What follows belongs to an exercise in optimizing a design on an open flow for small area and few clock cycles per item; a production flow would make more cautious choices. The RTL was checked by simulation tests, not by an equivalence proof against the original design.

===== design/flow/config.mk =====
export PLATFORM = sky130hd
export DESIGN_NAME = dblcordicpll
export DESIGN_NICKNAME = dblcordicpll
export VERILOG_FILES = /design/flow/design.v
export SDC_FILE = /design/flow/constraint.sdc
export NUM_CORES = 4
export LEC_CHECK = 0
export CAP_MARGIN = 20
export CORE_MARGIN = 2
export CORE_UTILIZATION = 40
export PLACE_DENSITY = 0.6
export SLEW_MARGIN = 20

===== design/flow/constraint.sdc =====
create_clock -name core_clock -period 10.0 [get_ports {i_clk}]
set_input_delay 2.0000 -clock core_clock [delete_from_list [all_inputs] [get_ports {i_clk}]]
set_output_delay 2.0000 -clock core_clock [all_outputs]
set_load 0.01 [all_outputs]

===== design/flow/design.v =====
module	dblcordicpll (
		input	wire			i_clk,
		input	wire			i_reset,
		input	wire			i_ld,
		input	wire	[31:0]		i_step,
		input	wire			i_ce,
		input	wire	signed	[15:0]	i_input,
		input	wire	[4:0]		i_lgcoeff,
		output	wire	[15:0]		o_err,
		output	wire	[31:0]		o_phase,
		output	wire			pd_done
	);
	reg	[31:0]		r_phase, r_step;
	reg	signed	[15:0]	fil_sin, fil_cos;
	reg	[3:0]		lg;
	reg			st_rot, st_f1, st_f2, st_vld, st_vec, st_done, st_post;
	reg	[4:0]		cnt;
	reg	signed	[23:0]	xv, yv;
	reg	signed	[31:0]	ph;
	wire	last_rot = (cnt == 5'd17);
	wire	last_vec = (cnt == 5'd23);
	always @(posedge i_clk)
	if (i_reset)
	begin
		st_rot  <= 1'b0;
		st_f1   <= 1'b0;
		st_f2   <= 1'b0;
		st_vld  <= 1'b0;
		st_vec  <= 1'b0;
		st_done <= 1'b0;
		st_post <= 1'b0;
	end else begin
		st_rot  <= i_ce || (st_rot && !last_rot);
		st_f1   <= st_rot && last_rot;
		st_f2   <= st_f1;
		st_vld  <= st_f2;
		st_vec  <= st_vld || (st_vec && !last_vec);
		st_done <= st_vec && last_vec;
		st_post <= st_done;
	end
	always @(posedge i_clk)
	if (i_ce)
		cnt <= 5'd1;
	else if (st_f1)
		cnt <= { 1'b0, lg - 4'd1 };
	else if (st_vld)
		cnt <= 5'd0;
	else
		cnt <= cnt + 5'd1;
	always @(posedge i_clk)
	if (i_ce)
		lg <= i_lgcoeff[3:0];
	wire	[4:0]	aidx = cnt - { 4'd0, st_rot };
	reg	[29:0]	cangle;
	always @(*)
	case (aidx)
	5'd0:  cangle = st_rot ? 30'h12e4051d : 30'h0;
	5'd1:  cangle = 30'h09fb385b;
	5'd2:  cangle = 30'h051111d4;
	5'd3:  cangle = 30'h028b0d43;
	5'd4:  cangle = 30'h0145d7e1;
	5'd5:  cangle = 30'h00a2f61e;
	5'd6:  cangle = 30'h00517c55;
	5'd7:  cangle = 30'h0028be53;
	5'd8:  cangle = 30'h00145f2e;
	5'd9:  cangle = 30'h000a2f98;
	5'd10: cangle = 30'h000517cc;
	5'd11: cangle = 30'h00028be6;
	5'd12: cangle = 30'h000145f3;
	5'd13: cangle = 30'h0000a2f9;
	5'd14: cangle = 30'h0000517c;
	5'd15: cangle = 30'h000028be;
	5'd16: cangle = 30'h0000145f;
	5'd17: cangle = 30'h00000a2f;
	5'd18: cangle = 30'h00000517;
	5'd19: cangle = 30'h0000028b;
	5'd20: cangle = 30'h00000145;
	5'd21: cangle = 30'h000000a2;
	5'd22: cangle = 30'h00000051;
	5'd23: cangle = 30'h0000004e;
	default: cangle = 30'h0;
	endcase
	wire		e = st_rot ? !ph[31] : yv[23];
	wire	signed [23:0]	xshf = xv >>> cnt;
	wire	signed [23:0]	yshf = yv >>> cnt;
	wire	[23:0]	xsh = { xshf[23:4], st_rot ? 4'd0 : xshf[3:0] };
	wire	[23:0]	ysh = { yshf[23:4], st_rot ? 4'd0 : yshf[3:0] };
	wire	[23:0]	cx, cy;
	wire	[31:0]	cp;
	csadd #(.W(24), .S(12)) addx (.a(xv), .b(ysh ^ {24{e}}),  .ci(e),  .s(cx));
	csadd #(.W(24), .S(12)) addy (.a(yv), .b(xsh ^ {24{!e}}), .ci(!e), .s(cy));
	csadd #(.W(32), .S(11)) addp (.a(ph), .b({ 2'b00, cangle } ^ {32{e}}), .ci(e), .s(cp));
	wire	[31:0]	nco = ~r_phase;
	wire	[2:0]	q = nco[31:29];
	wire	[3:0]	q1 = { 1'b0, q } + 4'd1;
	wire	[31:0]	rp = { nco[31:30] - q1[2:1], nco[29:0] };
	wire	[1:0]	vq = { fil_cos[15], fil_sin[15] };
	wire	signed [15:0]	nsrc = i_ce ? i_input : (vq == 2'b10) ? fil_cos : fil_sin;
	wire	signed [17:0]	nval = -{ {2{nsrc[15]}}, nsrc };
	wire	signed [23:0]	nv = { nval, 6'd0 };
	wire	signed [23:0]	ey = { {2{i_input[15]}}, i_input, 6'd0 };
	wire	signed [23:0]	fx = { {2{fil_cos[15]}}, fil_cos, 6'd0 };
	wire	signed [23:0]	fy = { {2{fil_sin[15]}}, fil_sin, 6'd0 };
	reg	signed [23:0]	lx, ly;
	always @(*)
	if (i_ce)
		case (q)
		3'b001, 3'b010: begin lx = nv;    ly = 24'd0; end
		3'b011, 3'b100: begin lx = 24'd0; ly = nv; end
		3'b101, 3'b110: begin lx = ey;    ly = 24'd0; end
		default:        begin lx = 24'd0; ly = ey; end
		endcase
	else
		case (vq)
		2'b10:   begin lx = fy; ly = nv; end
		2'b11:   begin lx = nv; ly = fx; end
		default: begin lx = fx; ly = fy; end
		endcase
	reg	[2:0]	vp;
	always @(*)
	case (vq)
	2'b01: vp = 3'h7;
	2'b10: vp = 3'h3;
	2'b11: vp = 3'h5;
	default: vp = 3'h1;
	endcase
	wire	[15:0]	tr_cos, tr_sin;
	filt1 fc (.v(xv), .f(fil_cos), .t(tr_cos));
	filt1 fs (.v(yv), .f(fil_sin), .t(tr_sin));
	wire	[15:0]	nfil_cos, nfil_sin;
	rcadd #(.W(16)) afc (.a(fil_cos), .b(xshf[23:8]), .ci(1'b0), .s(nfil_cos));
	rcadd #(.W(16)) afs (.a(fil_sin), .b(yshf[23:8]), .ci(1'b0), .s(nfil_sin));
	always @(posedge i_clk)
	if (i_reset)
	begin
		fil_cos <= 16'd0;
		fil_sin <= 16'd0;
	end else if (st_f2)
	begin
		fil_cos <= nfil_cos;
		fil_sin <= nfil_sin;
	end
	wire	signed [31:0]	pcorr = ph >>> lg;
	always @(posedge i_clk)
	if (i_ce || st_vld)
	begin
		xv <= lx;
		yv <= ly;
	end else if (st_f1)
	begin
		xv <= { tr_cos, 8'd0 };
		yv <= { tr_sin, 8'd0 };
	end else begin
		xv <= cx;
		yv <= cy;
	end
	always @(posedge i_clk)
	if (i_ce)
		ph <= rp;
	else if (st_vld)
		ph <= { vp, 29'd0 };
	else if (st_done)
		ph <= pcorr >>> 2;
	else
		ph <= cp;
	wire		lsub = st_done || st_post;
	wire	[31:0]	la = st_post ? r_step : r_phase;
	wire	[31:0]	lb = lsub ? ~pcorr : r_step;
	wire	[31:0]	lsum;
	csadd #(.W(32), .S(11)) aloop (.a(la), .b(lb), .ci(lsub), .s(lsum));
	always @(posedge i_clk)
	if (i_reset)
		r_phase <= 32'd0;
	else if (st_done || st_f1)
		r_phase <= lsum;
	always @(posedge i_clk)
	if (i_reset)
		r_step <= 32'd0;
	else if (i_ld)
		r_step <= i_step;
	else if (st_post)
		r_step <= lsum;
	assign	pd_done = st_done;
	assign	o_err   = ph[31:16];
	assign	o_phase = r_phase;
endmodule
module	filt1 (
		input	wire	[23:0]	v,
		input	wire	[15:0]	f,
		output	wire	[15:0]	t
	);
	wire		c = v[6] & (v[7] | v[5] | v[4]);
	wire	[15:0]	pm, d;
	rcadd #(.W(16)) ar (.a(v[22:7]), .b(16'd0), .ci(c), .s(pm));
	rcadd #(.W(16)) ad (.a(pm), .b(~f), .ci(1'b1), .s(d));
	rcadd #(.W(16)) at (.a(d), .b({ d[15], d[15:1] }), .ci(1'b0), .s(t));
endmodule
module rcadd #(parameter W = 16) (input [W-1:0] a, b, input ci, output [W-1:0] s, output co);
	wire [W:0] c; assign c[0] = ci;
	genvar i;
	generate for (i = 0; i < W; i = i + 1) begin : BIT
		assign s[i] = a[i] ^ b[i] ^ c[i];
		assign c[i+1] = (a[i] & b[i]) | (c[i] & (a[i] ^ b[i]));
	end endgenerate
	assign co = c[W];
endmodule
module rcaddn #(parameter W = 16) (input [W-1:0] a, b, input ci, output [W-1:0] s, output co);
	wire [W:0] cn; assign cn[0] = !ci;
	genvar i;
	generate for (i = 0; i < W; i = i + 1) begin : BIT
		assign s[i] = ~(a[i] ^ b[i] ^ cn[i]);
		assign cn[i+1] = (~a[i] & ~b[i]) | (cn[i] & ~(a[i] & b[i]));
	end endgenerate
	assign co = !cn[W];
endmodule
module csadd #(parameter W = 24, parameter S = 8) (input [W-1:0] a, b, input ci, output [W-1:0] s);
	localparam N = (W + S - 1) / S;
	wire [N:0] c; assign c[0] = ci;
	genvar k;
	generate for (k = 0; k < N; k = k + 1) begin : BLK
		localparam LO = k * S;
		localparam WB = (W - LO < S) ? (W - LO) : S;
		if (k == 0) begin : FIRST
			rcadd #(.W(WB)) a0 (.a(a[LO +: WB]), .b(b[LO +: WB]), .ci(c[0]), .s(s[LO +: WB]), .co(c[1]));
		end else begin : SEL
			wire [WB-1:0] r0, r1; wire c0, c1;
			rcadd  #(.W(WB)) a0 (.a(a[LO +: WB]), .b(b[LO +: WB]), .ci(1'b0), .s(r0), .co(c0));
			rcaddn #(.W(WB)) a1 (.a(a[LO +: WB]), .b(b[LO +: WB]), .ci(1'b1), .s(r1), .co(c1));
			assign s[LO +: WB] = c[k] ? r1 : r0;
			assign c[k+1] = c[k] ? c1 : c0;
		end
	end endgenerate
endmodule

===== design/flow/run.sh =====
#!/bin/bash
# synth_recipe.tcl (not shown) runs the flow's synth.tcl, then flattens the netlist and writes it again
# the make line also repeats each setting of config.mk as NAME=value (left out here)
make -C /OpenROAD-flow-scripts/flow DESIGN_CONFIG=/design/flow/config.mk WORK_HOME=/design/flow/orfs CLKGATE_MAP_FILE= SYNTH_SCRIPT=/design/flow/synth_recipe.tcl finish

==> results.cfg <==
[status]
outcome = finished clean

[sta]
worstMarginPinSlew_ns = 1.111
max_freq_mhz = 107.7
rsz0062_at_grt = no
report.final.setup_viol = 0
slew_headroom_pct = 24.04
maxSlewViolCount = 0
finClkSkew_ns = 0.01413
period_minus_slack_ns = 9.282
period_share_pct = 92.82
hold_slack_ns = 0.4945
hold_viol = 0
setup_tns_ns = 0

[global_routing]
grt_max_degree = 68
grt_pass1_wl_mm = 112.9
grt_overflow = 0
antenna_found_initial = 1
grt_usage_pct = 26.15
grt_pass1_vias = 18890

[logic_synthesis]
ys_seq_elements = 192
synthesis.area_sq_um = 22010
synth.area.top_cells = fa_1 (21%), dfxtp_1 (17%), mux4_2 (7.3%), mux2i_1 (6.6%), nor2_1 (5.0%)
synth_edf_count = 5
syn-num-nets = 2771
ys.flop_type = dfxtp_1
ys_warn_count = 1
avgSynthCellArea_sq_um = 9.129
synth-seq-area-share_pct = 17.69
synth_top_area_share_pct = 21.37
synth_cells = 2411
synth_largest_area_cell = fa_1
postSynth.asyncResetShare_pct = 0
ys_types = 76

[routing]
drc = 0
drtIter0Drc = 1438
vias = 18480
wirelength_mm = 73.21
drtAntennaViolNets = 0
routedWlPerCell_microns = 23.50
via_per_inst = 5.931
first_pass_iters = 7

[final_layout]
most-common-layout-cells = nor2_1 (294), fa_1 (235), dfxtp_1 (180)
final_common_cell = nor2_1
layoutNonFillerInstCount = 3116
area_growth_pct = 10.02
final_nets = 2766
design_area_sq_um = 24220
drive_gt1_share_pct = 11.74

[power]
finalPower_mw = 7.467
vdd_drop_max_mv = 0.2155
leakage_nw = 9.251
p_per_area_nw_per_um2 = 308.3

[placement]
hpwlAfterDp_mm = 56.76
numPortBuffers = 104
place_inst = 3083
gp_congestion = 0.9785
placed_cell_area_sq_um = 23620

[clocking]
cts_root_buf = clkbuf_16
cts_buffers = 17
cts_htree_levels = 4
insertion_delay_ns = 0.48
clkSinkCount = 192
cts_resized = 0
clkTransAtPathRegs_ns = 0.08
ctsHoldBuffers = 0
cts_tree = done
cts_setup_buffers = 0
clockBufferDepth = 2

[setup_path]
endpoint_kind = flip-flop
crit_arrival_ns = 9.61
crit_type = reg2reg
cpLargestDelayFamily = adder cells
start_kind = flip-flop
slowest_delay_ns = 0.78
slowest_stage = dfxtp_2
critPathMaxFanout = 22
cp.required_ns = 10.33
cp.buffers_inverters = 3
crit_cells = 25
cp_common_cell = fa_1
worst_r2r_path_depth = 25

[worst_hold_path]
hold_path.class = reg2reg
holdPathStages = 2

[flow_run]
drv_cap = 0

[floorplanning]
dieWidth_microns = 238.6
die_area_sq_um = 56920
fp.dieH_microns = 238.6
rows = 85
fp.coreArea_sq_um = 54130
ios = 106
start_util_pct = 40.66
[registers in the layout, indices dropped and copies added, names as in the netlist]
| signal | flops |
|---|---|
| st_done | 1 |
| yv | 24 |
| ph | 32 |
| st_vld | 1 |
| st_f1 | 1 |
| st_vec | 1 |
| lg | 4 |
| cnt | 5 |
| st_rot | 1 |
| r_step | 32 |
| st_post | 1 |
| fil_cos | 16 |
| fil_sin | 16 |
| r_phase | 32 |
| st_f2 | 1 |
| xv | 24 |
[final timing paths]
kind | from | endpoint | slack (ns)
setup / recovery | cnt[0] | fil_sin[15] | 0.72
hold / removal | st_vec | st_done | 0.49
setup reg to reg | cnt[0] | fil_sin[15] | 0.72
hold reg to reg | st_vec | st_done | 0.49
[synthesized netlist by cell type (all sizes together), types with 11 or more instances]
library cell and count:
nor2 295, fa 235, dfxtp 187, nand2 176
inv 170, a21oi 162, mux2i 149, clkbuf 128
o21ai 111, mux2 94, a211oi 82, mux4 71
xnor2 70, ha 68, buf 63, xor2 58
nor2b 25, nor3 25, o221ai 19, o22ai 18
nand3 15, o211ai 15, o311ai 15, a22oi 11
o31ai 11
[per-layer routing]
layer	vias up	GRT usage, %	share of wire, %
met3	189	3.072	5.3
met2	720	45.92	51
li1	8397	-	-
met4	0	15.04	6.0
met1	9175	30.90	38
met5	-	0	0
[per-stage QoR]
stage               utilization [%]  worst slack [ns]
floorplan                         -             1.274
global placement              43.64            0.7535
detailed placement            43.64            0.7471
CTS                           44.73            0.6784
global route                  44.74            0.2245
finish                        44.74            0.7177
[cell families after synthesis]
kind of cell | synth area share (%)
AND/OR/NAND/NOR | 11.32
AO/OA/AOI/OAI | 15.15
buffers and inverters | 6.565
XOR/XNOR | 5.093
adder cells (fa/ha/maj) | 25.24
flip-flops | 17.69
multiplexers | 18.94
[layout make-up]
cell class              count  area [sq um]
repair buffers            167          1506
clock buffers              19         442.9
inverters                 172         645.6
flip-flops and latches    192          3905
fillers                  5250         29920
well taps                 696         870.8
multi-input cells        1856         16700
clock inverters            13         145.1
diodes                      1         2.502
[worst min-delay path, cell delays in order (launching register included)]
cell and delay [ns]:
dfxtp_1 0.32, nand3_1 0.09, nor3_1 0.05
[power by group]
| part | switching [mW] | internal, mW |
|---|---|---|
| registers | 0.354 | 0.954 |
| clock network | 0.375 | 0.362 |
| logic | 2.93 | 2.50 |
| total | 3.66 | 3.81 |
Testbench counts, summed over its fixed seeds: cycles 176,640, items 3,840.

-- afterwards: timing with drivers on the ports --
No port has a modelled driver above. Below, the same layout with a new extraction and two added sets of constraints. Step 1, drivers: a clkbuf_16 drives i_clk and a buf_2 each remaining input, both assumed. Step 2, shift: input delay + t, output delay - t, t = (earliest + latest rising clock arrival at the registers) / 2. This alone moves slack from input paths to output paths. Slacks: no drivers / after step 1 / after step 2; pairs: no drivers / after step 1.
t (ns): 0.530
setup slack, ns: 0.718 / 0.718 / 0.718
latest minus earliest clock arrival (ns): 0.014 / 0.014
worst register clock-pin slew, ns: 0.09 / 0.09
After both steps setup and hold are still met in this run. The setup slack of this run moves by 0.000 ns with the drivers and by 0.000 ns with both steps.
